Context: an optimization exercise on an open-source flow, tuned for a short achievable clock period and few clock cycles. The choices shown serve that exercise and are no tape-out recipe. The RTL was checked by simulation tests, not by an equivalence proof against the original design. No activity file was given, so power comes from the tool's default toggle rates.

--- flow/flow/run.sh ---
#!/bin/bash
# The standard layout, with two changes to how cells are sized: the port
# buffers are sky130_fd_sc_hd__buf_4 (the standard flow's buffer_ports picks
# a delay cell), and timing repair may resize a cell to a different
# footprint.
set -euo pipefail
bash standard.sh "BUFFER_PORTS_ARGS=-buffer_cell sky130_fd_sc_hd__buf_4" \
    MATCH_CELL_FOOTPRINT=0 finish > standard.log 2>&1
--- flow/config.mk ---
export PLATFORM = sky130hd
export DESIGN_NAME = processor
export DESIGN_NICKNAME = processor
export VERILOG_FILES = /design/flow/design.v
export SDC_FILE = /design/flow/constraint.sdc
export NUM_CORES = 4
export LEC_CHECK = 0
export CAP_MARGIN = 20
export CORE_MARGIN = 2
export CORE_UTILIZATION = 40
export SETUP_SLACK_MARGIN = 3.3
export SLEW_MARGIN = 20
export SYNTH_HIERARCHICAL = 1
export SYNTH_MINIMUM_KEEP_SIZE = 0
--- flow/constraint.sdc ---
create_clock -name core_clock -period 5.5 [get_ports {clk}]
set_input_delay 1.1000 -clock core_clock [delete_from_list [all_inputs] [get_ports {clk}]]
set_output_delay 1.1000 -clock core_clock [all_outputs]
set_load 0.01 [all_outputs]
--- flow/standard.sh ---
#!/bin/bash
# synth_recipe.tcl (not shown) runs the flow's synth.tcl, then flattens the netlist and writes it again
# the make line also repeats each setting of config.mk as NAME=value (left out here)
make -C /OpenROAD-flow-scripts/flow DESIGN_CONFIG=/design/flow/config.mk WORK_HOME=/design/flow/orfs CLKGATE_MAP_FILE= SYNTH_SCRIPT=/design/flow/synth_recipe.tcl "${@:-finish}"
--- flow/design.v ---
`timescale 1ns / 1ps
module ALU(
    input [15:0] a,
    input s,
    output [15:0] y
);
    assign y = ~(a & {16{s}});
endmodule
module mask_n(
    input [15:0] a,
    input s,
    output [15:0] y
);
    assign y = ~(a & {16{s}});
endmodule
module mask_or_n(
    input [15:0] a,
    input s,
    input [15:0] k,
    output [15:0] y
);
    assign y = ~((a & {16{s}}) | k);
endmodule
module nand3_16(
    input [15:0] a,
    input [15:0] b,
    input [15:0] c,
    output [15:0] y
);
    assign y = ~(a & b & c);
endmodule
module nand4_16(
    input [15:0] a,
    input [15:0] b,
    input [15:0] c,
    input [15:0] d,
    output [15:0] y
);
    assign y = ~(a & b & c & d);
endmodule
module gen_kill(
    input [15:0] a,
    input [15:0] b,
    output [15:0] gn,
    output [15:0] tn
);
    assign gn = ~(a & b);
    assign tn = ~(a | b);
endmodule
module prop_xor(
    input [15:0] a,
    input [15:0] b,
    output [15:0] p
);
    assign p = a ^ b;
endmodule
module ks_level_n #(parameter SPAN = 1) (
    input [15:0] g,
    input [15:0] t,
    output [15:0] gn,
    output [15:0] tn
);
    genvar i;
    generate
        for (i = 0; i < 16; i = i + 1) begin : bits
            if (i >= SPAN) begin : comb
                assign gn[i] = ~(g[i] | (t[i] & g[i-SPAN]));
                assign tn[i] = ~(t[i] & t[i-SPAN]);
            end else begin : pass
                assign gn[i] = ~g[i];
                assign tn[i] = ~t[i];
            end
        end
    endgenerate
endmodule
module ks_level_p #(parameter SPAN = 2) (
    input [15:0] gn,
    input [15:0] tn,
    output [15:0] g,
    output [15:0] t
);
    genvar i;
    generate
        for (i = 0; i < 16; i = i + 1) begin : bits
            if (i >= SPAN) begin : comb
                assign g[i] = ~(gn[i] & (tn[i] | gn[i-SPAN]));
                assign t[i] = ~(tn[i] | tn[i-SPAN]);
            end else begin : pass
                assign g[i] = ~gn[i];
                assign t[i] = ~tn[i];
            end
        end
    endgenerate
endmodule
module ks_carry(
    input [15:0] gn,
    input [15:0] tn,
    output [15:0] con
);
    wire [15:0] g1, t1, g2n, t2n, g3, t3, t4n_unused;
    ks_level_p #(.SPAN(1)) l1 (.gn(gn), .tn(tn), .g(g1), .t(t1));
    ks_level_n #(.SPAN(2)) l2 (.g(g1), .t(t1), .gn(g2n), .tn(t2n));
    ks_level_p #(.SPAN(4)) l3 (.gn(g2n), .tn(t2n), .g(g3), .t(t3));
    ks_level_n #(.SPAN(8)) l4 (.g(g3), .t(t3), .gn(con), .tn(t4n_unused));
endmodule
module zero_carry(
    input [15:0] tn,
    input subn,
    output [15:0] kk
);
    assign kk = ~({tn[14:0], 1'b1} & {16{subn}});
endmodule
module zero_diff(
    input [15:0] p,
    input [15:0] kk,
    output [15:0] diff
);
    assign diff = p ^ kk;
endmodule
module zero_tree(
    input [15:0] diff,
    input rrc_top,
    output z
);
    wire [7:0] l1;
    wire [3:0] l2n;
    wire [1:0] l3;
    zt_nor2 #(.N(8)) t1 (.a(diff[15:8]), .b(diff[7:0]), .y(l1));
    zt_nand2 #(.N(4)) t2 (.a(l1[7:4]), .b(l1[3:0]), .y(l2n));
    zt_nor2 #(.N(2)) t3 (.a(l2n[3:2]), .b(l2n[1:0]), .y(l3));
    wire l4n;
    zt_nand2 #(.N(1)) t4 (.a(l3[1]), .b(l3[0]), .y(l4n));
    zt_nor2 #(.N(1)) t5 (.a(l4n), .b(rrc_top), .y(z));
endmodule
module zt_nor2 #(parameter N = 1) (
    input [N-1:0] a,
    input [N-1:0] b,
    output [N-1:0] y
);
    assign y = ~(a | b);
endmodule
module zt_nand2 #(parameter N = 1) (
    input [N-1:0] a,
    input [N-1:0] b,
    output [N-1:0] y
);
    assign y = ~(a & b);
endmodule
module carry_mux(
    input [15:0] con,
    input [15:0] x1,
    input [15:0] x0,
    output [15:0] y
);
    assign y[0] = x0[0];
    genvar i;
    generate
        for (i = 1; i < 16; i = i + 1) begin : bits
            assign y[i] = con[i-1] ? x0[i] : x1[i];
        end
    endgenerate
endmodule
`timescale 1ns / 1ps
module PC(
    input reset,             
    input z,
    input coutn,             
    input [4:0] zt,
    input [4:0] zf,
    input [4:0] ct,
    input [4:0] cf,
    output [4:0] addr
);
    wire [4:0] zpart = z ? zt : zf;
    wire [4:0] cpart = coutn ? cf : ct;
    assign addr = (zpart | cpart) & {5{~reset}};
endmodule
module addr_cand(
    input [4:0] op,          
    input fetch,             
    input ex_valid,          
    input carry_flag,
    input zero_flag,
    input exc_1,             
    input exc_0,             
    input [4:0] tgt,
    input [4:0] inc,
    input [4:0] other,       
    output [4:0] zt,
    output [4:0] zf,
    output [4:0] ct,
    output [4:0] cf
);
    wire norm = fetch;
    wire jcc = norm & (op[4:2] == 3'b101);
    wire j_c1 = jcc & (op[1:0] == 2'b11);    
    wire j_c0 = jcc & (op[1:0] == 2'b00);    
    wire j_z1 = jcc & (op[1:0] == 2'b01);    
    wire j_z0 = jcc & (op[1:0] == 2'b10);    
    wire late_z = ex_valid & (j_z1 | j_z0);
    wire late_c = ex_valid & (j_c1 | j_c0);
    wire take_early = (op[4:2] == 3'b000) | (op[4:2] == 3'b001) | (op[4:2] == 3'b100) |
                      (j_c1 & carry_flag) | (j_c0 & ~carry_flag) |
                      (j_z1 & zero_flag) | (j_z0 & ~zero_flag);
    wire tc1 = j_c1 ? exc_1 : ~exc_1;
    wire tc0 = j_c1 ? exc_0 : ~exc_0;
    wire [4:0] fixed = ~norm ? other : take_early ? tgt : inc;
    assign zt = late_z ? (j_z1 ? tgt : inc) : late_c ? 5'd0 : fixed;
    assign zf = late_z ? (j_z0 ? tgt : inc) : late_c ? 5'd0 : fixed;
    assign ct = late_c ? (tc1 ? tgt : inc) : 5'd0;
    assign cf = late_c ? (tc0 ? tgt : inc) : 5'd0;
endmodule
`timescale 1ns / 1ps
module flag_register(
    input coutn,             
    input z,
    input c_if1,             
    input c_if0,             
    input z_take,            
    input z_else,            
    output carry_next,
    output zero_next
);
    assign carry_next = coutn ? c_if0 : c_if1;
    assign zero_next = z_take ? z : z_else;
endmodule
`timescale 1ns / 1ps
module register_file(
    input [1:0] idx,
    input [15:0] r0, input [15:0] r1, input [15:0] r2, input [15:0] r3,
    input [15:0] r4, input [15:0] r5, input [15:0] r6, input [15:0] r7,
    output [15:0] lo,
    output [15:0] hi
);
    wire [3:0] oh0, oh1, oh2, oh3;
    rf_dec4 d0 (.idx(idx), .oh(oh0));
    rf_dec4 d1 (.idx(idx), .oh(oh1));
    rf_dec4 d2 (.idx(idx), .oh(oh2));
    rf_dec4 d3 (.idx(idx), .oh(oh3));
    rf_sel4 s0 (.oh(oh0), .d0(r0[7:0]), .d1(r1[7:0]), .d2(r2[7:0]), .d3(r3[7:0]), .y(lo[7:0]));
    rf_sel4 s1 (.oh(oh1), .d0(r0[15:8]), .d1(r1[15:8]), .d2(r2[15:8]), .d3(r3[15:8]), .y(lo[15:8]));
    rf_sel4 s2 (.oh(oh2), .d0(r4[7:0]), .d1(r5[7:0]), .d2(r6[7:0]), .d3(r7[7:0]), .y(hi[7:0]));
    rf_sel4 s3 (.oh(oh3), .d0(r4[15:8]), .d1(r5[15:8]), .d2(r6[15:8]), .d3(r7[15:8]), .y(hi[15:8]));
endmodule
module rf_dec4(
    input [1:0] idx,
    output [3:0] oh
);
    assign oh = {idx[1] & idx[0], idx[1] & ~idx[0], ~idx[1] & idx[0], ~idx[1] & ~idx[0]};
endmodule
module rf_sel4(
    input [3:0] oh,
    input [7:0] d0, input [7:0] d1, input [7:0] d2, input [7:0] d3,
    output [7:0] y
);
    assign y = (d0 & {8{oh[0]}}) | (d1 & {8{oh[1]}}) | (d2 & {8{oh[2]}}) | (d3 & {8{oh[3]}});
endmodule
module operand_prep(
    input [15:0] p1,         
    input [15:0] p2,         
    input [15:0] pd,         
    input a_1,               
    input a_1n,              
    input a_d,               
    input b_2,               
    input b_d,               
    input b_r,               
    input b_one,             
    input b_ones,            
    output [15:0] an,        
    output [15:0] bn         
);
    assign an = ~((p1 & {16{a_1}}) | (~p1 & {16{a_1n}}) | (pd & {16{a_d}}));
    assign bn = ~((p2 & {16{b_2}}) | (pd & {16{b_d}}) | ({1'b0, pd[15:1]} & {16{b_r}}) |
                  {{15{b_ones}}, b_one});
endmodule
`timescale 1ns / 1ps
module processor(
    input clk,
    input reset,
    output [4:0] mem_addr,
    output [15:0] mem_wdata,
    output mem_we,
    input [15:0] mem_rdata,
    output [15:0] result
);
    reg [15:0] RA, RB, RC, RD, RE, RF, RG, RH;
    reg carry_flag, zero_flag;
    reg [4:0] addr_q;        
    reg [4:0] mem_addr_q;    
    reg fetch_q;             
    reg [4:0] resume_q;      
    reg we_q;
    reg [15:0] wdata_q;      
    reg [7:0] ld_we;         
    reg ex_valid;            
    reg [2:0] ex_rd;
    reg [7:0] ex_we;         
    reg ex_sub, ex_dec, ex_rrc;
    reg ex_subn_z;           
    reg rrc0_q;              
    reg [15:0] an_lo, an_hi, bn_lo, bn_hi;
    reg [15:0] fwd_an;       
    reg [15:0] fwd_bn;       
    reg [15:0] fwd_bsn;      
    reg [15:0] wb_q;
    reg [7:0] wb_we;
    reg rf_clear;            
    assign mem_addr = mem_addr_q;
    assign mem_we = we_q;
    reg [15:0] st_q;
    assign mem_wdata = ~(wdata_q & st_q);
    assign result = RD;
    wire [15:0] opa, opb;
    nand3_16 sela (.a(an_lo), .b(an_hi), .c(fwd_an), .y(opa));
    nand4_16 selb (.a(bn_lo), .b(bn_hi), .c(fwd_bn), .d(fwd_bsn), .y(opb));
    wire [15:0] gn, tn, p, con;
    gen_kill gk_inst (.a(opa), .b(opb), .gn(gn), .tn(tn));
    prop_xor px_inst (.a(opa), .b(opb), .p(p));
    ks_carry carry_inst (.gn(gn), .tn(tn), .con(con));
    wire rrc_top = ex_rrc & carry_flag;
    wire [15:0] kk, zdiff;
    wire ex_z;
    zero_carry zc_inst (.tn(tn), .subn(ex_subn_z), .kk(kk));
    zero_diff zd_inst (.p(p), .kk(kk), .diff(zdiff));
    zero_tree zt_inst (.diff(zdiff), .rrc_top(rrc_top), .z(ex_z));
    wire [15:0] ps = p ^ {16{ex_sub}} ^ {rrc_top, 15'd0};
    wire [15:0] ins = mem_rdata;
    wire [2:0] cls = ins[15:13];
    wire is_load  = fetch_q & (cls == 3'b000);
    wire is_store = fetch_q & (cls == 3'b001);
    wire is_arith = fetch_q & (cls == 3'b010);
    wire is_unary = fetch_q & (cls == 3'b011);
    wire is_jmp   = fetch_q & (cls == 3'b100);
    wire is_jcc   = fetch_q & (cls == 3'b101);
    wire op_sub  = is_arith & (ins[12:11] == 2'b01);
    wire op_add  = is_arith & ~op_sub;
    wire op_incr = is_unary & (ins[12:11] == 2'b00);
    wire op_decr = is_unary & (ins[12:11] == 2'b01);
    wire op_shl  = is_unary & (ins[12:11] == 2'b10);
    wire op_rrc  = is_unary & (ins[12:11] == 2'b11);
    wire fwd_1 = ex_valid & (ex_rd == ins[4:2]);
    wire fwd_2 = ex_valid & (ex_rd == ins[7:5]);
    wire fwd_d = ex_valid & (ex_rd == ins[10:8]);
    wire issue_ex = is_arith | is_unary;
    wire issue_ld = is_load;
    wire issue_st = is_store;
    wire [15:0] rf_on = {16{~rf_clear}};
    wire [15:0] ra_v = (wb_we[0] ? wb_q : RA) & rf_on;
    wire [15:0] rb_v = (wb_we[1] ? wb_q : RB) & rf_on;
    wire [15:0] rc_v = (wb_we[2] ? wb_q : RC) & rf_on;
    wire [15:0] rd_v = (wb_we[3] ? wb_q : RD) & rf_on;
    wire [15:0] re_v = (wb_we[4] ? wb_q : RE) & rf_on;
    wire [15:0] rf_v = (wb_we[5] ? wb_q : RF) & rf_on;
    wire [15:0] rg_v = (wb_we[6] ? wb_q : RG) & rf_on;
    wire [15:0] rh_v = (wb_we[7] ? wb_q : RH) & rf_on;
    wire [15:0] r1_lo, r1_hi, r2_lo, r2_hi, rd_lo, rd_hi, store_data;
    register_file read_1 (.idx(ins[3:2]), .r0(ra_v), .r1(rb_v), .r2(rc_v), .r3(rd_v),
        .r4(re_v), .r5(rf_v), .r6(rg_v), .r7(rh_v), .lo(r1_lo), .hi(r1_hi));
    register_file read_2 (.idx(ins[6:5]), .r0(ra_v), .r1(rb_v), .r2(rc_v), .r3(rd_v),
        .r4(re_v), .r5(rf_v), .r6(rg_v), .r7(rh_v), .lo(r2_lo), .hi(r2_hi));
    register_file read_d (.idx(ins[9:8]), .r0(ra_v), .r1(rb_v), .r2(rc_v), .r3(rd_v),
        .r4(re_v), .r5(rf_v), .r6(rg_v), .r7(rh_v), .lo(rd_lo), .hi(rd_hi));
    wire st_fwd = is_store & fwd_2;
    assign store_data = ~((r2_hi & {16{ins[7] & ~st_fwd}}) | (r2_lo & {16{~ins[7] & ~st_fwd}}));
    wire unary_a = op_incr | op_decr | op_shl;
    wire a_fwd = (is_arith & fwd_1) | (unary_a & fwd_d);
    wire b_fwd = (is_arith & fwd_2) | (op_shl & fwd_d);
    wire bs_fwd = op_rrc & fwd_d;
    wire n1 = ~fwd_1, n2 = ~fwd_2, nd = ~fwd_d;
    wire [15:0] an_lo_d, an_hi_d, bn_lo_d, bn_hi_d;
    operand_prep prep_lo (.p1(r1_lo), .p2(r2_lo), .pd(rd_lo),
        .a_1(op_add & n1 & ~ins[4]), .a_1n(op_sub & n1 & ~ins[4]),
        .a_d(unary_a & nd & ~ins[10]),
        .b_2(is_arith & n2 & ~ins[7]), .b_d(op_shl & nd & ~ins[10]),
        .b_r(op_rrc & nd & ~ins[10]),
        .b_one(1'b0), .b_ones(1'b0),
        .an(an_lo_d), .bn(bn_lo_d));
    operand_prep prep_hi (.p1(r1_hi), .p2(r2_hi), .pd(rd_hi),
        .a_1(op_add & n1 & ins[4]), .a_1n(op_sub & n1 & ins[4]),
        .a_d(unary_a & nd & ins[10]),
        .b_2(is_arith & n2 & ins[7]), .b_d(op_shl & nd & ins[10]),
        .b_r(op_rrc & nd & ins[10]),
        .b_one(1'b0), .b_ones(1'b0),
        .an(an_hi_d), .bn(bn_hi_d));
    wire [15:0] pf = ps ^ {16{op_sub}};
    wire [15:0] fwd_an_d, fwd_bn_d, wb_d;
    wire [15:0] sum_a, sum_b;
    carry_mux cm_fa (.con(con), .x1(~pf), .x0(pf), .y(sum_a));
    carry_mux cm_fb (.con(con), .x1(~ps), .x0(ps), .y(sum_b));
    carry_mux cm_wb (.con(con), .x1(~ps), .x0(ps), .y(wb_d));
    mask_n fa_mask (.a(sum_a), .s(a_fwd), .y(fwd_an_d));
    mask_or_n fb_mask (.a(sum_b), .s(b_fwd), .k({{15{op_decr}}, op_incr | op_decr}),
        .y(fwd_bn_d));
    wire [15:0] st_d;
    carry_mux cm_st (.con(con), .x1(~(~ps & {16{st_fwd}})), .x0(~(ps & {16{st_fwd}})), .y(st_d));
    wire [15:0] fwd_bsn_d;
    mask_n fbs_mask (.a({1'b0, sum_b[15:1]}), .s(bs_fwd), .y(fwd_bsn_d));
    wire rrc_c = ex_rrc & rrc0_q;
    wire exc_1 = ~ex_dec | rrc_c;
    wire exc_0 = ex_dec | rrc_c;
    wire carry_next, zero_next;
    flag_register flag_inst (
        .coutn(con[15]), .z(ex_z),
        .c_if1(~reset & (ex_valid ? exc_1 : carry_flag)),
        .c_if0(~reset & (ex_valid ? exc_0 : carry_flag)),
        .z_take(~reset & ex_valid), .z_else(~reset & zero_flag),
        .carry_next(carry_next), .zero_next(zero_next)
    );
    wire [4:0] addr_inc = addr_q + 5'd1;
    wire [4:0] tgt = ins[4:0];
    wire [4:0] zt, zf, ct, cf;
    addr_cand cand_inst (.op(ins[15:11]), .fetch(fetch_q),
        .ex_valid(ex_valid), .carry_flag(carry_flag), .zero_flag(zero_flag),
        .exc_1(exc_1), .exc_0(exc_0), .tgt(tgt), .inc(addr_inc),
        .other(resume_q),
        .zt(zt), .zf(zf), .ct(ct), .cf(cf));
    wire [4:0] next_addr, next_mem_addr;
    PC pc_inst (.reset(reset), .z(ex_z), .coutn(con[15]), .zt(zt), .zf(zf), .ct(ct), .cf(cf),
        .addr(next_addr));
    PC pc_out (.reset(reset), .z(ex_z), .coutn(con[15]), .zt(zt), .zf(zf), .ct(ct), .cf(cf),
        .addr(next_mem_addr));
    always @(posedge clk) begin
        addr_q <= next_addr;
        mem_addr_q <= next_mem_addr;
        carry_flag <= carry_next;
        zero_flag <= zero_next;
        wb_q <= wb_d;
        fwd_an <= fwd_an_d;
        fwd_bn <= fwd_bn_d;
        fwd_bsn <= fwd_bsn_d;
        an_lo <= an_lo_d;
        an_hi <= an_hi_d;
        bn_lo <= bn_lo_d;
        bn_hi <= bn_hi_d;
        if (fetch_q)
            resume_q <= addr_inc;
        st_q <= st_d;
        wdata_q <= store_data;
        rrc0_q <= bs_fwd ? ps[0] : ins[10] ? rd_hi[0] : rd_lo[0];
        ex_rd <= ins[10:8];
        ex_sub <= op_sub;
        ex_subn_z <= ~op_sub;
        ex_dec <= op_decr;
        ex_rrc <= op_rrc;
    end
    always @(posedge clk) begin
        if (reset) begin
            fetch_q <= 1'b1;
            we_q <= 1'b0;
            ld_we <= 8'd0;
            ex_valid <= 1'b0;
            ex_we <= 8'd0;
            wb_we <= 8'd0;
        end else begin
            fetch_q <= ~(issue_ld | issue_st);
            we_q <= issue_st;
            ld_we <= issue_ld ? (8'd1 << ins[10:8]) : 8'd0;
            ex_valid <= issue_ex;
            ex_we <= issue_ex ? (8'd1 << ins[10:8]) : 8'd0;
            wb_we <= ex_we;
        end
    end
    always @(posedge clk) begin
        rf_clear <= reset;
        if (rf_clear) begin
            RA <= 16'h0000; RB <= 16'h0000; RC <= 16'h0000; RD <= 16'h0000;
            RE <= 16'h0000; RF <= 16'h0000; RG <= 16'h0000; RH <= 16'h0000;
        end else begin
            if (ld_we[0]) RA <= mem_rdata; else if (wb_we[0]) RA <= wb_q;
            if (ld_we[1]) RB <= mem_rdata; else if (wb_we[1]) RB <= wb_q;
            if (ld_we[2]) RC <= mem_rdata; else if (wb_we[2]) RC <= wb_q;
            if (ld_we[3]) RD <= mem_rdata; else if (wb_we[3]) RD <= wb_q;
            if (ld_we[4]) RE <= mem_rdata; else if (wb_we[4]) RE <= wb_q;
            if (ld_we[5]) RF <= mem_rdata; else if (wb_we[5]) RF <= wb_q;
            if (ld_we[6]) RG <= mem_rdata; else if (wb_we[6]) RG <= wb_q;
            if (ld_we[7]) RH <= mem_rdata; else if (wb_we[7]) RH <= wb_q;
        end
    end
endmodule
==> flow_summary.toml, run 1 <==
[sta]
hold_ws_ns = 0.433
min_period_ns = 2.27
report.final.slew_viol_count = 0
fin_worst_skew_ns = 0.0180
max_freq_mhz = 441
rsz0062_at_grt = "true"
setup_viol = 0
period_share_pct = 41.2
worstMarginPinSlew_ns = 0.965
final.setup.tns_ns = 0
hold_violations = 0
setup_ws_ns = 3.23
slew_headroom_pct = 35.5

[route]
wl_per_cell_um = 23.1
wl_um = 71200
drt_iter0_drc = 1689
drc = 0
vias_per_cell = 5.77
num_vias = 17756
drtPass1Iterations = 6
ant_nets = 0

[critical_path]
timing.rr.start = "bn_lo[12]"
cp_slowest_cell = "dfxtp_2"
critPathCaptureType = "register"
critPathBufInv = 1
cp-start-kind = "register"
critPathArrivalTime_ns = 2.70
crit_path_max_fanout = 6
reg2regPathDepth = 12
worstPathRequired_ns = 5.94
reg2reg_slack_ns = 3.23
r2r_end = "addr_q[1]"
crit_path_max_incr_delay_ns = 0.36
crit_chain = "nand4_1, nor2_2, nand2_1, xor2_1, nor2_1, nand2_1, nor2_1, nand2_2, nor2_4, buf_12, mux2i_1, a21oi_1"
crit_family = "simple AND/OR/NAND/NOR gates"
critical_path_class = "reg2reg"

[min_path]
hp-start = "ex_we[1]"
hold_path_end = "wb_we[1]"
whs_path_depth = 1
min_path_type = "reg2reg"

[place]
dpl.hpwl_um = 47900
place_worst_setup_slack_ns = 2.00
port_buffers = 55
place.gp.congestion = 0.948
dp_cells = 2938

[clock_network]
root_buffer = "clkbuf_16"
tritoncts = "yes"
cts_buffers = 40
path_clk_slew_ns = 0.06
insertion_delay_ns = 0.58
htreeDepth = 2
clk_path_buf_depth = 3
clock-sinks = 341

[final_layout]
drive_gt1_share_pct = 23.6
n_fill_cell = 4655
layout_common_cells = "nor2_1 (446), dfxtp_1 (289), nand2_1 (243), a22oi_1 (197), a21oi_1 (154)"
areaGrowthSynthToFinish_pct = 17.8
diodes = 0
seq_area_mm2 = 0.00695
final_common_cell = "nor2_1"
fin_cells = 3076
multi_input_area_mm2 = 0.0123
final_nets = 2402

[die]
num_rows = 81
io_pins = 56
initial_core_util_pct = 40.3
core_mm2 = 0.0487
die_w_um = 226
die_area_mm2 = 0.0509
die_y_um = 226

[global_routing]
antenna_found_initial = 2
grt.overflow.total = 0
grt_pass1_vias = 16845
grt_use_total_pct = 27.4
grt_pass1_wl_um = 106000
grt_start_max_net_pins = 98

[run]
drv_cap = 0

[yosys]
synthesis.area_mm2 = 0.0196
yosysWarnings = 7
synthCells = 2399
syn_avg_cell_area_um2 = 8.19

[run_status]
status = "no timing/DRC/antenna violations"

[power_and_ir_drop]
ir_worst_vdd_uv = 195
leakagePower_nw = 9.48
power_density_mw_per_mm2 = 269
-- repair_timing --
action                                  CTS  global route
cloned                                    5             2
gates resized for setup                 129           126
hold buffers                              0             0
pin swaps                                35            44
endpoints found under the setup margin  171           175
setup buffers                            30            30
-- power breakdown --
part	switching, mW	internal [mW]
combinational	0.478	0.308
sequential	0.107	2.54
clock	1.12	1.67
-- layer usage --
layer	up-vias	track usage, %	part of all wire [%]
li1	8288	-	-
met1	8596	38.3	45
met2	730	43.3	44
met3	142	4.27	6.8
met4	0	8.84	3.4
met5	-	0	0
-- metrics by stage --
step	utilization [%]	power, mW	instance area, um2
detailed placement	41.3	3.35	20200
CTS	45.9	6.18	22400
floorplan	-	3.16	20000
finish	47.5	6.22	23100
global placement	41.3	3.35	20200
global route	47.5	6.41	23100
-- final cells by class --
| cell class | count | area share [%] |
|---|---|---|
| inverters | 39 | 0.703 |
| flip-flops and latches | 341 | 30.0 |
| clock buffers | 59 | 5.24 |
| well taps | 664 | 3.59 |
| repair inverters | 1 | 0.0486 |
| clock inverters | 12 | 0.649 |
| repair buffers | 137 | 6.41 |
| multi-input cells | 1823 | 53.3 |
-- worst max path at each step --
stage          depth (start not counted)           from      endpoint
2_1_floorplan                          8  mem_rdata[15]     bn_lo[10]
3_3_place_gp                           6   mem_rdata[9]      an_hi[9]
3_5_place_dp                           6   mem_rdata[9]      an_hi[1]
4_1_cts                                2        st_q[6]  mem_wdata[6]
5_1_grt                                7      addr_q[0]     addr_q[4]
6_report                              12      bn_lo[12]     addr_q[1]
Testbench counts, summed over its fixed seeds: cycles 20,048.
==> run 2, diff against run 1 <==
--- a/flow/config.mk
+++ b/flow/config.mk
@@ -5,10 +5,11 @@
 export SDC_FILE = /design/flow/constraint.sdc
 export NUM_CORES = 4
 export LEC_CHECK = 0
+export ABC_AREA = 1
 export CAP_MARGIN = 20
 export CORE_MARGIN = 2
 export CORE_UTILIZATION = 40
-export SETUP_SLACK_MARGIN = 3.3
+export SETUP_SLACK_MARGIN = 3.5
 export SLEW_MARGIN = 20
 export SYNTH_HIERARCHICAL = 1
 export SYNTH_MINIMUM_KEEP_SIZE = 0
==> run 2 against run 1 <==
Maximum frequency rose by 1.8%. Combinational power is 34% higher. Setup slack improved by 0.041 ns. Via count up 30%. Core utilization is 1.9 points higher. Clock-buffer cell count unchanged. First-iteration DRC count is 20% higher. Die area up 15%. Flip-flop and latch count stayed put. Clock power up 5%. Still clean on timing, DRC and antenna. Hold slack got worse by 0.034 ns. Routed wire length up 14%.
==> flow_summary.toml, run 2 <==
[final_layout]
areaGrowthSynthToFinish_pct = 22.4
layout_common_cells = "nand2_1 (1505), inv_1 (746), dfxtp_1 (265), nor2_1 (244), o21ai_0 (235)"
seq_area_mm2 = 0.00698
final_nets = 4086
final_common_cell = "nand2_1"
diodes = 0
multi_input_area_mm2 = 0.0132
drive_gt1_share_pct = 19.8
fin_area_mm2 = 0.0278
n_fill_cell = 5722

[global_routing]
grt_use_total_pct = 26.2
grt_pass1_vias = 20271
antenna_found_initial = 0
grt.overflow.total = 0
grt_pass1_wl_um = 120000
grt_start_max_net_pins = 129

[place]
placed_cell_area_mm2 = 0.0234
dpl.hpwl_um = 55200
place.gp.congestion = 0.936
port_buffers = 55

[power_and_ir_drop]
combPwrFrac_pct = 16.0
p_clk_share_pct = 44.5
p_int_mw = 4.68
power_switching_mw = 1.92
swShare_pct = 29.0
ir_worst_vdd_uv = 195
power.share.sequential_pct = 39.5
power_density_mw_per_mm2 = 237
leakagePower_nw = 16.1

[die]
initial_core_util_pct = 40.4
io_pins = 56
die_w_um = 242
num_rows = 87
die_y_um = 242
core_mm2 = 0.0563
die_area_mm2 = 0.0587

[clock_network]
insertion_delay_ns = 0.59
root_buffer = "clkbuf_16"
htreeDepth = 2
tritoncts = "yes"
hold_buffers = 0
clock-sinks = 341
clk_path_buf_depth = 3
path_clk_slew_ns = 0.06
cts_buffers = 41

[sta]
hold_ws_ns = 0.400
fin_worst_skew_ns = 0.0248
rsz0062_at_grt = "true"
report.final.slew_viol_count = 0
worstMarginPinSlew_ns = 0.678
slew_headroom_pct = 54.7
hold_violations = 0
period_share_pct = 40.4
min_period_ns = 2.22
final.setup.tns_ns = 0
max_freq_mhz = 450
setup_viol = 0

[route]
num_vias = 23074
drtPass1Iterations = 6
wl_per_cell_um = 16.7
wl_um = 81200
vias_per_cell = 4.75
drc = 0
ant_nets = 0
drt_iter0_drc = 2029

[critical_path]
crit_family = "flip-flops"
crit_chain = "nand2_2, buf_6"
crit_path_max_fanout = 1
cp_slowest_cell = "dfxtp_2"
worstPathRequired_ns = 4.40
critical_path_class = "reg2out"
critPathCaptureType = "output port"
critPathArrivalTime_ns = 1.12
crit_path_max_incr_delay_ns = 0.37
cp-start-kind = "register"
critPathBufInv = 1

[yosys]
synthesis.area_mm2 = 0.0227
syn_avg_cell_area_um2 = 5.67
yosysWarnings = 7
synthCells = 4009

[run_status]
status = "no timing/DRC/antenna violations"

[min_path]
min_path_type = "reg2reg"

[run]
drv_cap = 0
## run 2: repair_timing
| action | in CTS | in global routing |
|---|---|---|
| gates resized for setup | 363 | 181 |
| pin swaps | 92 | 53 |
| cloned | 7 | 12 |
| setup endpoints to repair | 204 | 192 |
| setup buffers | 40 | 49 |
## run 2: layout make-up
class	count	area share, %
Inverter	795	11.2
Clock inverter	15	0.778
Tap cell	756	3.40
Multi-Input combinational cell	2697	47.4
Sequential cell	341	25.1
Clock buffer	59	4.41
Timing Repair Buffer	186	7.56
Timing Repair inverter	5	0.184
## run 2: metrics by stage
step | cells | utilization [%] | setup WS (ns) | total power [mW]
6_report | 4854 | 49.4 | 3.28 | 6.60
3_3_place_gp | 4672 | 41.6 | 1.98 | 3.48
3_5_place_dp | 4672 | 41.6 | 1.89 | 3.48
2_1_floorplan | 4015 | - | 3.07 | 3.21
4_1_cts | 4793 | 47.0 | 3.26 | 6.52
5_1_grt | 4854 | 49.4 | 3.21 | 6.82
## run 2: path summary, 6_finish.rpt
kind                                 start             to  slack [ns]  cells past startpoint
worst min register to register    ex_we[0]       wb_we[0]        0.40                      2
worst max register to register    bn_lo[4]  mem_addr_q[4]        3.43                     14
worst min-delay path              ex_we[0]       wb_we[0]        0.40                      2
worst max-delay path            wdata_q[4]   mem_wdata[4]        3.28                      2
## run 2: power groups by stage
stage	registers (mW)	logic, mW	clock network, mW
floorplan	2.63	0.582	0
global placement	2.65	0.833	0
detailed placement	2.65	0.835	0
CTS	2.60	0.935	2.98
global route	2.61	1.15	3.06
finish	2.61	1.05	2.93
## run 2: per-layer routing
layer / GRT usage, % / part of all wire (%) / up-vias
met2: 41.6 / 44 / 874
met5: 0 / 0 / -
met3: 2.66 / 7.2 / 160
met1: 36.4 / 44 / 10197
li1: - / - / 11843
met4: 10.0 / 4.0 / 0
## run 2: worst reg2reg max path: stages (launching register included)
cell and delay [ns]:
dfxtp_2 0.33, nand2_2 0.10, inv_1 0.06, nand2_2 0.10, nor2_4 0.05, buf_4 0.13, nor2_2 0.19, nand2_1 0.15
o21ai_4 0.25, a21oi_4 0.13, buf_4 0.17, nand2_1 0.05, nand2_1 0.06, nor2_2 0.12, nor2_1 0.06
==> run 3, diff against run 2 <==
--- a/flow/design.v
+++ b/flow/design.v
@@ -229,31 +229,17 @@
     input [1:0] idx,
     input [15:0] r0, input [15:0] r1, input [15:0] r2, input [15:0] r3,
     input [15:0] r4, input [15:0] r5, input [15:0] r6, input [15:0] r7,
-    output [15:0] lo,
-    output [15:0] hi
+    output reg [15:0] lo,
+    output reg [15:0] hi
 );
-    wire [3:0] oh0, oh1, oh2, oh3;
-    rf_dec4 d0 (.idx(idx), .oh(oh0));
-    rf_dec4 d1 (.idx(idx), .oh(oh1));
-    rf_dec4 d2 (.idx(idx), .oh(oh2));
-    rf_dec4 d3 (.idx(idx), .oh(oh3));
-    rf_sel4 s0 (.oh(oh0), .d0(r0[7:0]), .d1(r1[7:0]), .d2(r2[7:0]), .d3(r3[7:0]), .y(lo[7:0]));
-    rf_sel4 s1 (.oh(oh1), .d0(r0[15:8]), .d1(r1[15:8]), .d2(r2[15:8]), .d3(r3[15:8]), .y(lo[15:8]));
-    rf_sel4 s2 (.oh(oh2), .d0(r4[7:0]), .d1(r5[7:0]), .d2(r6[7:0]), .d3(r7[7:0]), .y(hi[7:0]));
-    rf_sel4 s3 (.oh(oh3), .d0(r4[15:8]), .d1(r5[15:8]), .d2(r6[15:8]), .d3(r7[15:8]), .y(hi[15:8]));
-endmodule
-module rf_dec4(
-    input [1:0] idx,
-    output [3:0] oh
-);
-    assign oh = {idx[1] & idx[0], idx[1] & ~idx[0], ~idx[1] & idx[0], ~idx[1] & ~idx[0]};
-endmodule
-module rf_sel4(
-    input [3:0] oh,
-    input [7:0] d0, input [7:0] d1, input [7:0] d2, input [7:0] d3,
-    output [7:0] y
-);
-    assign y = (d0 & {8{oh[0]}}) | (d1 & {8{oh[1]}}) | (d2 & {8{oh[2]}}) | (d3 & {8{oh[3]}});
+    always @(*) begin
+        case (idx)
+            2'd0: begin lo = r0; hi = r4; end
+            2'd1: begin lo = r1; hi = r5; end
+            2'd2: begin lo = r2; hi = r6; end
+            default: begin lo = r3; hi = r7; end
+        endcase
+    end
 endmodule
 module operand_prep(
     input [15:0] p1,         
@@ -274,6 +260,17 @@
     assign bn = ~((p2 & {16{b_2}}) | (pd & {16{b_d}}) | ({1'b0, pd[15:1]} & {16{b_r}}) |
                   {{15{b_ones}}, b_one});
 endmodule
+module reg_next(
+    input clear,
+    input ld,
+    input wb,
+    input [15:0] ld_val,
+    input [15:0] wb_val,
+    input [15:0] cur,
+    output [15:0] nxt
+);
+    assign nxt = clear ? 16'h0000 : ld ? ld_val : wb ? wb_val : cur;
+endmodule
 `timescale 1ns / 1ps
 module processor(
     input clk,
@@ -291,7 +288,9 @@
     reg fetch_q;             
     reg [4:0] resume_q;      
     reg we_q;
-    reg [15:0] wdata_q;      
+    reg [15:0] wdata_q;
+    reg retry_q;             
+    reg [4:0] retry_addr_q;  
     reg [7:0] ld_we;         
     reg ex_valid;            
     reg [2:0] ex_rd;
@@ -308,9 +307,9 @@
     reg rf_clear;            
     assign mem_addr = mem_addr_q;
     assign mem_we = we_q;
-    reg [15:0] st_q;
-    assign mem_wdata = ~(wdata_q & st_q);
-    assign result = RD;
+    assign mem_wdata = wdata_q;
+    reg [15:0] result_q;
+    assign result = result_q;
     wire [15:0] opa, opb;
     nand3_16 sela (.a(an_lo), .b(an_hi), .c(fwd_an), .y(opa));
     nand4_16 selb (.a(bn_lo), .b(bn_hi), .c(fwd_bn), .d(fwd_bsn), .y(opb));
@@ -361,8 +360,8 @@
         .r4(re_v), .r5(rf_v), .r6(rg_v), .r7(rh_v), .lo(r2_lo), .hi(r2_hi));
     register_file read_d (.idx(ins[9:8]), .r0(ra_v), .r1(rb_v), .r2(rc_v), .r3(rd_v),
         .r4(re_v), .r5(rf_v), .r6(rg_v), .r7(rh_v), .lo(rd_lo), .hi(rd_hi));
-    wire st_fwd = is_store & fwd_2;
-    assign store_data = ~((r2_hi & {16{ins[7] & ~st_fwd}}) | (r2_lo & {16{~ins[7] & ~st_fwd}}));
+    wire st_retry = is_store & fwd_2;
+    assign store_data = ins[7] ? r2_hi : r2_lo;
     wire unary_a = op_incr | op_decr | op_shl;
     wire a_fwd = (is_arith & fwd_1) | (unary_a & fwd_d);
     wire b_fwd = (is_arith & fwd_2) | (op_shl & fwd_d);
@@ -392,8 +391,6 @@
     mask_n fa_mask (.a(sum_a), .s(a_fwd), .y(fwd_an_d));
     mask_or_n fb_mask (.a(sum_b), .s(b_fwd), .k({{15{op_decr}}, op_incr | op_decr}),
         .y(fwd_bn_d));
-    wire [15:0] st_d;
-    carry_mux cm_st (.con(con), .x1(~(~ps & {16{st_fwd}})), .x0(~(ps & {16{st_fwd}})), .y(st_d));
     wire [15:0] fwd_bsn_d;
     mask_n fbs_mask (.a({1'b0, sum_b[15:1]}), .s(bs_fwd), .y(fwd_bsn_d));
     wire rrc_c = ex_rrc & rrc0_q;
@@ -413,7 +410,7 @@
     addr_cand cand_inst (.op(ins[15:11]), .fetch(fetch_q),
         .ex_valid(ex_valid), .carry_flag(carry_flag), .zero_flag(zero_flag),
         .exc_1(exc_1), .exc_0(exc_0), .tgt(tgt), .inc(addr_inc),
-        .other(resume_q),
+        .other(retry_q ? retry_addr_q : resume_q),
         .zt(zt), .zf(zf), .ct(ct), .cf(cf));
     wire [4:0] next_addr, next_mem_addr;
     PC pc_inst (.reset(reset), .z(ex_z), .coutn(con[15]), .zt(zt), .zf(zf), .ct(ct), .cf(cf),
@@ -433,9 +430,10 @@
         an_hi <= an_hi_d;
         bn_lo <= bn_lo_d;
         bn_hi <= bn_hi_d;
-        if (fetch_q)
+        if (fetch_q) begin
             resume_q <= addr_inc;
-        st_q <= st_d;
+            retry_addr_q <= addr_q;
+        end
         wdata_q <= store_data;
         rrc0_q <= bs_fwd ? ps[0] : ins[10] ? rd_hi[0] : rd_lo[0];
         ex_rd <= ins[10:8];
@@ -448,20 +446,26 @@
         if (reset) begin
             fetch_q <= 1'b1;
             we_q <= 1'b0;
+            retry_q <= 1'b0;
             ld_we <= 8'd0;
             ex_valid <= 1'b0;
             ex_we <= 8'd0;
             wb_we <= 8'd0;
         end else begin
             fetch_q <= ~(issue_ld | issue_st);
-            we_q <= issue_st;
+            we_q <= issue_st & ~st_retry;
+            retry_q <= st_retry;
             ld_we <= issue_ld ? (8'd1 << ins[10:8]) : 8'd0;
             ex_valid <= issue_ex;
             ex_we <= issue_ex ? (8'd1 << ins[10:8]) : 8'd0;
             wb_we <= ex_we;
         end
     end
+    wire [15:0] result_next;
+    reg_next result_next_inst (.clear(rf_clear), .ld(ld_we[3]), .wb(wb_we[3]),
+        .ld_val(mem_rdata), .wb_val(wb_q), .cur(result_q), .nxt(result_next));
     always @(posedge clk) begin
+        result_q <= result_next;
         rf_clear <= reset;
         if (rf_clear) begin
             RA <= 16'h0000; RB <= 16'h0000; RC <= 16'h0000; RD <= 16'h0000;
==> run 3 against run 2 <==
Still clean. Global-route usage increased by 2.3 points. Synthesized cell count decreased by 11%. Area after synthesis increased by 0.48%. Critical path type unchanged. Largest power group unchanged.
==> flow_summary.toml, run 3 <==
[global_routing]
grt_use_total_pct = 28.4
grt_pass1_vias = 20989
grt_util_met3_pct = 4.78
busiest_layer = "met2"
use_met2_pct = 44.6
grt_start_max_net_pins = 58
grt.overflow.total = 0
grt_pass1_wl_um = 129000
grt_use_met1_pct = 36.8
antenna_found_initial = 3

[die]
die_area_mm2 = 0.0590
num_rows = 87
initial_core_util_pct = 40.5
die_y_um = 243
die_w_um = 243
core_mm2 = 0.0564
io_pins = 56

[power_and_ir_drop]
leakagePower_nw = 13.3
ir_worst_vdd_uv = 199
power_density_mw_per_mm2 = 239

[critical_path]
crit_family = "flip-flops"
cp_slowest_cell = "dfxtp_2"
critPathCaptureType = "output port"
crit_path_max_incr_delay_ns = 0.35
cp-start-kind = "register"
critPathArrivalTime_ns = 1.03
timing.rr.start = "bn_hi[3]"
reg2regPathDepth = 15
worstPathRequired_ns = 4.40
critical_path_class = "reg2out"
crit_path_max_fanout = 1
critPathBufInv = 1
crit_chain = "buf_6"
reg2reg_slack_ns = 3.40
r2r_end = "mem_addr_q[3]"

[place]
dp_cells = 4218
port_buffers = 55
place.gp.congestion = 0.952
dpl.hpwl_um = 53900
place_worst_setup_slack_ns = 1.78

[clock_network]
root_buffer = "clkbuf_16"
clk_path_buf_depth = 3
htreeDepth = 2
insertion_delay_ns = 0.59
tritoncts = "yes"
clock-sinks = 347
path_clk_slew_ns = 0.06
hold_buffers = 0
cts_buffers = 41

[sta]
min_period_ns = 2.13
setup_ws_ns = 3.37
setup_viol = 0
hold_violations = 0
fin_worst_skew_ns = 0.0284
max_freq_mhz = 470
period_share_pct = 38.7
report.final.slew_viol_count = 0
rsz0062_at_grt = "true"
final.setup.tns_ns = 0
slew_headroom_pct = 41.5
worstMarginPinSlew_ns = 0.877

[final_layout]
n_fill_cell = 5602
drive_gt1_share_pct = 24.8
final_nets = 3672
areaGrowthSynthToFinish_pct = 21.9
layout_common_cells = "nand2_1 (883), inv_1 (465), nor2_1 (284), nand3_1 (281), dfxtp_1 (237)"
final_common_cell = "nand2_1"
fin_cells = 4442

[route]
drc = 0
drtPass1Iterations = 8
ant_nets = 0
num_vias = 23930
wl_per_cell_um = 20.7
wl_um = 91800
drt_iter0_drc = 3251
vias_per_cell = 5.39

[min_path]
whs_path_depth = 2
min_path_type = "reg2reg"
hold_path_end = "wb_we[5]"
hp-start = "ex_we[5]"

[run]
drv_cap = 0

[yosys]
synthesis.area_mm2 = 0.0228
synthCells = 3588
yosysWarnings = 8
syn_avg_cell_area_um2 = 6.36

[run_status]
status = "no timing/DRC/antenna violations"
## run 3: metal layers
| layer | routed length [um] | vias up |
|---|---|---|
| li1 | - | 11316 |
| met1 | 36100 | 10838 |
| met2 | 39000 | 1391 |
| met3 | 9930 | 381 |
| met4 | 6730 | 4 |
| met5 | 33 | - |
## run 3: area by class of cell
cell class	instances	area, um2	area share [%]
multi-input combinational	2501	13400	48.1
inverter	543	2150	7.73
sequential	347	7200	25.9
clock buffer	56	1200	4.33
clock inverter	17	204	0.733
timing repair buffer	217	2720	9.76
tap	756	946	3.40
timing repair inverter	2	16.3	0.0585
antenna	3	7.51	0.0270
## run 3: worst max-delay path by stage
stage,from,endpoint,slack [ns],cells past startpoint
global route,mem_rdata[14],mem_addr_q[1],3.31,14
detailed placement,mem_rdata[9],fwd_bsn[2],1.78,8
global placement,mem_rdata[9],bn_lo[14],1.87,11
finish,wdata_q[12],mem_wdata[12],3.37,1
CTS,wdata_q[12],mem_wdata[12],3.35,1
floorplan,mem_rdata[15],fwd_bn[14],3.06,5
## run 3: what timing repair did
item	4_1_cts	5_1_grt
setup buffers	75	50
gates cloned	11	12
resized for setup	381	216
pin swaps	94	73
hold endpoints to repair	0	0
setup endpoints to repair	212	168
## run 3: report_power, final
part           switching [mW]  internal (mW)
registers              0.0833           2.60
logic                   0.721          0.356
clock network            1.17           1.72
## run 3: worst min-delay path, delay by kind of cell, from the launching register on
| family | cells | cell delay (ns) |
|---|---|---|
| buffers and inverters | 1 | 0.04 |
| DFF | 1 | 0.30 |
| and+or+nand+nor | 1 | 0.03 |
## run 3: per-stage QoR
stage	total power, mW	hold WS [ns]	area (um2)	utilization, %
global placement	3.53	0.381	22900	40.6
floorplan	3.31	0.388	22900	-
CTS	6.55	0.393	26400	46.7
finish	6.66	0.391	27800	49.3
detailed placement	3.53	0.386	22900	40.6
global route	6.86	0.407	27800	49.3
Testbench counts of run 3, summed over its fixed seeds: cycles 20,130.
==> run 4, diff against run 3 <==
--- a/flow/config.mk
+++ b/flow/config.mk
@@ -5,7 +5,6 @@
 export SDC_FILE = /design/flow/constraint.sdc
 export NUM_CORES = 4
 export LEC_CHECK = 0
-export ABC_AREA = 1
 export CAP_MARGIN = 20
 export CORE_MARGIN = 2
 export CORE_UTILIZATION = 40
==> run 4 against run 3 <==
Routed wire length down 19%. Still clean on timing, DRC and antenna. Highest routed layer is now met4. Largest cell class unchanged. Core utilization up 5.0 points. Sequential share of layout area up 0.44 points. Largest power group unchanged. Critical path type is now reg2reg.
==> flow_summary.toml, run 4 <==
[run_status]
status = "no timing/DRC/antenna violations"

[clock_network]
path_clk_slew_ns = 0.06
htreeDepth = 2
insertion_delay_ns = 0.57
root_buffer = "clkbuf_16"
tritoncts = "yes"
clock-sinks = 347
clk_path_buf_depth = 3
cts_buffers = 41

[sta]
min_period_ns = 2.26
worstMarginPinSlew_ns = 0.877
report.final.slew_viol_count = 0
max_freq_mhz = 442
rsz0062_at_grt = "true"
final.setup.tns_ns = 0
slew_headroom_pct = 41.1
period_share_pct = 41.1
hold_violations = 0
hold_ws_ns = 0.434
fin_worst_skew_ns = 0.0191
setup_viol = 0

[final_layout]
final_common_cell = "nor2_1"
n_fill_cell = 4187
drive_gt1_share_pct = 45.0
final_util_pct = 54.4
final_nets = 2264
areaGrowthSynthToFinish_pct = 34.4
layout_common_cells = "nor2_1 (396), dfxtp_1 (261), a21oi_1 (157), buf_4 (107), mux4_2 (95)"

[yosys]
syn_avg_cell_area_um2 = 9.60
yosysWarnings = 8
synthCells = 2109
synthesis.area_mm2 = 0.0203

[route]
highest_layer = "met4"
drtPass1Iterations = 6
ant_nets = 0
drc = 0
drt_iter0_drc = 1782
num_vias = 17290
wl_um = 74000
wl_met1_um = 29000
vias_per_cell = 5.86
route.met2.wl_um = 33700
route.met3.wl_um = 6410
wl_per_cell_um = 25.1

[die]
initial_core_util_pct = 40.4
die_area_mm2 = 0.0524
die_y_um = 229
die_w_um = 229
io_pins = 56
core_mm2 = 0.0501
num_rows = 82

[critical_path]
cp-start-kind = "register"
crit_path_max_fanout = 6
critical_path_class = "reg2reg"
critPathCaptureType = "register"
critPathArrivalTime_ns = 2.69
worstPathRequired_ns = 5.93

[place]
dpl.hpwl_um = 42800
place.gp.congestion = 0.953
port_buffers = 55

[power_and_ir_drop]
leakagePower_nw = 10.6
fin_total_pwr_mw = 6.67
ir_worst_vdd_uv = 169
power_density_mw_per_mm2 = 245

[global_routing]
grt_use_total_pct = 26.0
grt_start_max_net_pins = 49
grt_pass1_wl_um = 103000
antenna_found_initial = 1
grt.overflow.total = 0
grt_pass1_vias = 15919

[min_path]
min_path_type = "reg2reg"

[run]
drv_cap = 0
## run 4: changes by cell type in the layout (fill, tap and decap cells not counted), sizes merged, moves of 32 or more
cell    delta
a211oi    +46
nand2    -986
mux2i    +166
o21ai    -145
nor2      +58
buf       +32
mux4      +96
nor2b     +70
inv      -499
mux2      +63
nand3    -291
a221oi    +34
nand4     -80
o21a     -127
## run 4: layout make-up
type / instances / area (um2) / share of cell area [%]
well taps: 672 / 841 / 3.09
flip-flops and latches: 347 / 7160 / 26.3
multi-input cells: 1559 / 14300 / 52.4
clock inverters: 14 / 210 / 0.772
clock buffers: 61 / 1250 / 4.61
diodes: 1 / 2.50 / 0.00919
repair buffers: 259 / 3360 / 12.3
inverters: 37 / 143 / 0.524
## run 4: where the power goes
group / total [mW] / switching (mW) / internal (mW)
Clock: 2.97 / 1.16 / 1.82
Sequential: 2.75 / 0.154 / 2.60
Combinational: 0.944 / 0.508 / 0.436
## run 4: routing by layer
layer  vias to the layer above  GRT usage (%)
met3                       234           3.75
li1                       7710              -
met5                         -              0
met4                         0           13.2
met2                       940           41.4
met1                      8406           34.5
## run 4: final timing paths
path	startpoint	endpoint	slack (ns)	cells past startpoint
setup reg to reg	bn_hi[4]	mem_addr_q[3]	3.24	13
hold / removal	ex_we[7]	wb_we[7]	0.43	1
hold reg to reg	ex_we[7]	wb_we[7]	0.43	1
setup / recovery	bn_hi[4]	mem_addr_q[3]	3.24	13
## run 4: timing repair
action / in CTS / in global routing
resized for setup: 296 / 353
setup buffers: 69 / 77
gates cloned: 25 / 11
setup endpoints to repair: 207 / 183
hold buffers: 0 / 0
pin swaps: 52 / 93
## run 4: critical path, stage by stage (launching register included)
cell	delay (ns)
dfxtp_2	0.34
nand4_1	0.10
buf_4	0.18
nor2_4	0.19
nand2_2	0.08
xor2_1	0.18
nor2_1	0.14
nand2_1	0.09
nor2_2	0.09
nand2_2	0.10
nor2_4	0.14
buf_6	0.17
mux2i_1	0.22
a21oi_1	0.09
## run 4: through the flow
step | cells | area [um2] | worst slack, ns
6_report | 2950 | 27200 | 3.24
5_1_grt | 2949 | 27200 | 3.13
4_1_cts | 2861 | 24700 | 3.24
3_5_place_dp | 2692 | 21000 | 2.04
3_3_place_gp | 2692 | 21000 | 2.09
2_1_floorplan | 2123 | 21000 | 3.04
==> run 5, diff against run 4 <==
--- a/flow/design.v
+++ b/flow/design.v
@@ -242,23 +242,35 @@
     end
 endmodule
 module operand_prep(
-    input [15:0] p1,         
-    input [15:0] p2,         
-    input [15:0] pd,         
+    input [7:0] p1,          
+    input [7:0] p2,          
+    input [7:0] pd,          
+    input pd_up,             
     input a_1,               
     input a_1n,              
     input a_d,               
     input b_2,               
     input b_d,               
     input b_r,               
-    input b_one,             
-    input b_ones,            
-    output [15:0] an,        
-    output [15:0] bn         
+    output [7:0] an,         
+    output [7:0] bn          
 );
-    assign an = ~((p1 & {16{a_1}}) | (~p1 & {16{a_1n}}) | (pd & {16{a_d}}));
-    assign bn = ~((p2 & {16{b_2}}) | (pd & {16{b_d}}) | ({1'b0, pd[15:1]} & {16{b_r}}) |
-                  {{15{b_ones}}, b_one});
+    assign an = ~((p1 & {8{a_1}}) | (~p1 & {8{a_1n}}) | (pd & {8{a_d}}));
+    assign bn = ~((p2 & {8{b_2}}) | (pd & {8{b_d}}) | ({pd_up, pd[7:1]} & {8{b_r}}));
+endmodule
+module prep_sel(
+    input add, input sub, input unary_a, input arith, input shl, input rrc,
+    input n1, input n2, input nd,    
+    input h1, input h2, input hd,    
+    output a_1, output a_1n, output a_d,
+    output b_2, output b_d, output b_r
+);
+    assign a_1 = add & n1 & h1;
+    assign a_1n = sub & n1 & h1;
+    assign a_d = unary_a & nd & hd;
+    assign b_2 = arith & n2 & h2;
+    assign b_d = shl & nd & hd;
+    assign b_r = rrc & nd & hd;
 endmodule
 module reg_next(
     input clear,
@@ -368,20 +380,29 @@
     wire bs_fwd = op_rrc & fwd_d;
     wire n1 = ~fwd_1, n2 = ~fwd_2, nd = ~fwd_d;
     wire [15:0] an_lo_d, an_hi_d, bn_lo_d, bn_hi_d;
-    operand_prep prep_lo (.p1(r1_lo), .p2(r2_lo), .pd(rd_lo),
-        .a_1(op_add & n1 & ~ins[4]), .a_1n(op_sub & n1 & ~ins[4]),
-        .a_d(unary_a & nd & ~ins[10]),
-        .b_2(is_arith & n2 & ~ins[7]), .b_d(op_shl & nd & ~ins[10]),
-        .b_r(op_rrc & nd & ~ins[10]),
-        .b_one(1'b0), .b_ones(1'b0),
-        .an(an_lo_d), .bn(bn_lo_d));
-    operand_prep prep_hi (.p1(r1_hi), .p2(r2_hi), .pd(rd_hi),
-        .a_1(op_add & n1 & ins[4]), .a_1n(op_sub & n1 & ins[4]),
-        .a_d(unary_a & nd & ins[10]),
-        .b_2(is_arith & n2 & ins[7]), .b_d(op_shl & nd & ins[10]),
-        .b_r(op_rrc & nd & ins[10]),
-        .b_one(1'b0), .b_ones(1'b0),
-        .an(an_hi_d), .bn(bn_hi_d));
+    genvar gi;
+    generate
+        for (gi = 0; gi < 4; gi = gi + 1) begin : prep
+            localparam HI = gi / 2;
+            localparam LSB = (gi % 2) * 8;
+            wire a_1, a_1n, a_d, b_2, b_d, b_r;
+            prep_sel sel (.add(op_add), .sub(op_sub), .unary_a(unary_a), .arith(is_arith),
+                .shl(op_shl), .rrc(op_rrc), .n1(n1), .n2(n2), .nd(nd),
+                .h1(ins[4] ~^ HI[0]), .h2(ins[7] ~^ HI[0]), .hd(ins[10] ~^ HI[0]),
+                .a_1(a_1), .a_1n(a_1n), .a_d(a_d), .b_2(b_2), .b_d(b_d), .b_r(b_r));
+            if (HI) begin : hi
+                operand_prep prep (.p1(r1_hi[LSB+7:LSB]), .p2(r2_hi[LSB+7:LSB]),
+                    .pd(rd_hi[LSB+7:LSB]), .pd_up(LSB == 0 ? rd_hi[8] : 1'b0),
+                    .a_1(a_1), .a_1n(a_1n), .a_d(a_d), .b_2(b_2), .b_d(b_d), .b_r(b_r),
+                    .an(an_hi_d[LSB+7:LSB]), .bn(bn_hi_d[LSB+7:LSB]));
+            end else begin : lo
+                operand_prep prep (.p1(r1_lo[LSB+7:LSB]), .p2(r2_lo[LSB+7:LSB]),
+                    .pd(rd_lo[LSB+7:LSB]), .pd_up(LSB == 0 ? rd_lo[8] : 1'b0),
+                    .a_1(a_1), .a_1n(a_1n), .a_d(a_d), .b_2(b_2), .b_d(b_d), .b_r(b_r),
+                    .an(an_lo_d[LSB+7:LSB]), .bn(bn_lo_d[LSB+7:LSB]));
+            end
+        end
+    endgenerate
     wire [15:0] pf = ps ^ {16{op_sub}};
     wire [15:0] fwd_an_d, fwd_bn_d, wb_d;
     wire [15:0] sum_a, sum_b;
--- a/flow/config.mk
+++ b/flow/config.mk
@@ -5,6 +5,7 @@
 export SDC_FILE = /design/flow/constraint.sdc
 export NUM_CORES = 4
 export LEC_CHECK = 0
+export ABC_AREA = 1
 export CAP_MARGIN = 20
 export CORE_MARGIN = 2
 export CORE_UTILIZATION = 40
==> run 5 against run 4 <==
Clock skew up 0.026 ns. Die area up 12%. First-iteration DRC count up 34%. Maximum frequency up 5.4%. Hold slack worse by 0.065 ns. Largest power group unchanged.
==> flow_summary.toml, run 5 <==
[min_path]
whs_path_depth = 2
min_path_type = "reg2reg"
hold_path_end = "wb_we[0]"
hp-start = "ex_we[0]"

[final_layout]
final_nets = 3697
final_common_cell = "nand2_1"
fin_cells = 4469
multi_input_area_mm2 = 0.0131
seq_area_mm2 = 0.00717
layout_common_cells = "nand2_1 (955), inv_1 (527), nor2_1 (309), nand3_1 (287), dfxtp_1 (260)"
drive_gt1_share_pct = 20.2
areaGrowthSynthToFinish_pct = 20.8
n_fill_cell = 5741

[critical_path]
critical_path_class = "reg2out"
reg2regPathDepth = 14
critPathBufInv = 1
critPathCaptureType = "output port"
crit_chain = "buf_6"
timing.rr.start = "bn_lo[5]"
r2r_end = "mem_addr_q[3]"
worstPathRequired_ns = 4.40
critPathArrivalTime_ns = 1.05
crit_path_max_incr_delay_ns = 0.33
cp-start-kind = "register"
cp_slowest_cell = "dfxtp_2"
crit_family = "flip-flops"
reg2reg_slack_ns = 3.44
crit_path_max_fanout = 2

[route]
drc = 0
wl_um = 87700
drtPass1Iterations = 9
vias_per_cell = 5.33
wl_per_cell_um = 19.6
num_vias = 23837
ant_nets = 0
drt_iter0_drc = 2383

[power_and_ir_drop]
ir_worst_vdd_uv = 197
leakagePower_nw = 13.0
power_density_mw_per_mm2 = 233
combPwrFrac_pct = 13.9
p_int_mw = 4.54
power.share.sequential_pct = 41.4
p_clk_share_pct = 44.6
swShare_pct = 28.8
power_switching_mw = 1.83

[sta]
min_period_ns = 2.15
rsz0062_at_grt = "true"
report.final.slew_viol_count = 0
hold_violations = 0
worstMarginPinSlew_ns = 0.876
max_freq_mhz = 466
final.setup.tns_ns = 0
hold_ws_ns = 0.369
setup_viol = 0
slew_headroom_pct = 41.6
period_share_pct = 39.0
fin_worst_skew_ns = 0.0450

[die]
io_pins = 56
initial_core_util_pct = 40.3
die_w_um = 242
die_area_mm2 = 0.0585
core_mm2 = 0.0562
num_rows = 87
die_y_um = 242

[clock_network]
clock-sinks = 347
clk_path_buf_depth = 3
hold_buffers = 0
insertion_delay_ns = 0.61
htreeDepth = 2
tritoncts = "yes"
root_buffer = "clkbuf_16"
path_clk_slew_ns = 0.06
cts_buffers = 41

[global_routing]
grt_pass1_vias = 21193
grt_pass1_wl_um = 130000
grt.overflow.total = 0
grt_use_total_pct = 28.7
antenna_found_initial = 4
grt_start_max_net_pins = 67

[place]
place.gp.congestion = 0.948
port_buffers = 55
dpl.hpwl_um = 54900
dp_cells = 4264

[yosys]
synthCells = 3627
syn_avg_cell_area_um2 = 6.24
synthesis.area_mm2 = 0.0226
yosysWarnings = 8

[run]
drv_cap = 0

[run_status]
status = "no timing/DRC/antenna violations"
==> run 5: how the worst max path moves through the flow <==
stage | from | end | slack [ns] | cells after the start
floorplan | mem_rdata[15] | fwd_bn[14] | 2.91 | 5
global placement | mem_rdata[6] | fwd_bn[1] | 1.97 | 9
detailed placement | mem_rdata[6] | fwd_bn[1] | 1.91 | 9
CTS | result_q[3] | result[3] | 3.34 | 1
global route | mem_rdata[15] | addr_q[0] | 3.29 | 17
finish | result_q[3] | result[3] | 3.35 | 1
==> run 5: power by group through the flow <==
stage / registers, mW / clock network [mW] / logic [mW]
finish: 2.64 / 2.85 / 0.888
floorplan: 2.67 / 0 / 0.492
global placement: 2.70 / 0 / 0.651
global route: 2.64 / 2.98 / 0.950
CTS: 2.64 / 2.88 / 0.801
detailed placement: 2.70 / 0 / 0.652
==> run 5: cell type report <==
class | instances | share of cell area (%)
clock buffer | 59 | 4.34
timing repair buffer | 203 | 8.91
antenna | 3 | 0.0274
timing repair inverter | 1 | 0.0274
tap | 756 | 3.46
clock inverter | 16 | 0.700
multi-input combinational | 2489 | 47.8
inverter | 595 | 8.57
sequential | 347 | 26.2
==> run 5: metal layers <==
layer | part of all wire (%) | global-route usage, %
met2 | 43 | 44.4
met5 | 0.047 | 0
met3 | 9.6 | 6.33
met1 | 40 | 36.3
met4 | 7.1 | 17.8
==> run 5: stage by stage <==
stage / total power [mW] / worst slack [ns] / utilization [%] / area, um2
2_1_floorplan: 3.16 / 2.91 / - / 22700
3_3_place_gp: 3.35 / 1.97 / 40.5 / 22800
3_5_place_dp: 3.35 / 1.91 / 40.5 / 22800
4_1_cts: 6.32 / 3.34 / 46.8 / 26300
5_1_grt: 6.57 / 3.29 / 48.7 / 27400
6_report: 6.38 / 3.35 / 48.7 / 27400
==> run 5: timing repair <==
item | CTS | global route
setup endpoints to repair | 191 | 178
endpoints found under the hold margin | 0 | 0
resized for setup | 410 | 168
gates cloned | 10 | 7
buffers inserted | 71 | 39
pin swaps | 111 | 70
Testbench counts of run 5, summed over its fixed seeds: cycles 20,130.

[separate check: timing with driven ports]
The flow's constraints put no driver on any port. The routed layouts listed below were extracted and timed again, unchanged, in two steps. Step 1 assumes that a clkbuf_16 drives the clock port and a buf_2 every other input. Step 2 times the ports against the registers' clock, not the clock port: input delays grow and output delays shrink by t, the midpoint of the rising clock arrivals with the driver on. Three values: ideal, step 1, step 2; two values: the first two.
run	t, ns	setup WS [ns]	hold slack, ns	worst data-port slew with drivers (ns)
run 1	0.627	3.235 / 3.206 / 2.579	0.433 / 0.433 / 0.433	0.09
run 2	0.635	3.275 / 3.214 / 2.674	0.400 / 0.400 / 0.400	0.21
run 3	0.634	3.370 / 3.216 / 2.582	0.391 / 0.391 / 0.391	0.34
run 4	0.623	3.239 / 3.164 / 2.540	0.434 / 0.434 / 0.434	0.24
run 5	0.645	3.354 / 3.296 / 2.700	0.369 / 0.369 / 0.369	0.24
After both steps every run listed still meets setup and hold. The setup slack of run 3, which loses most, moves by -0.154 ns with the drivers and by -0.788 ns with both steps.
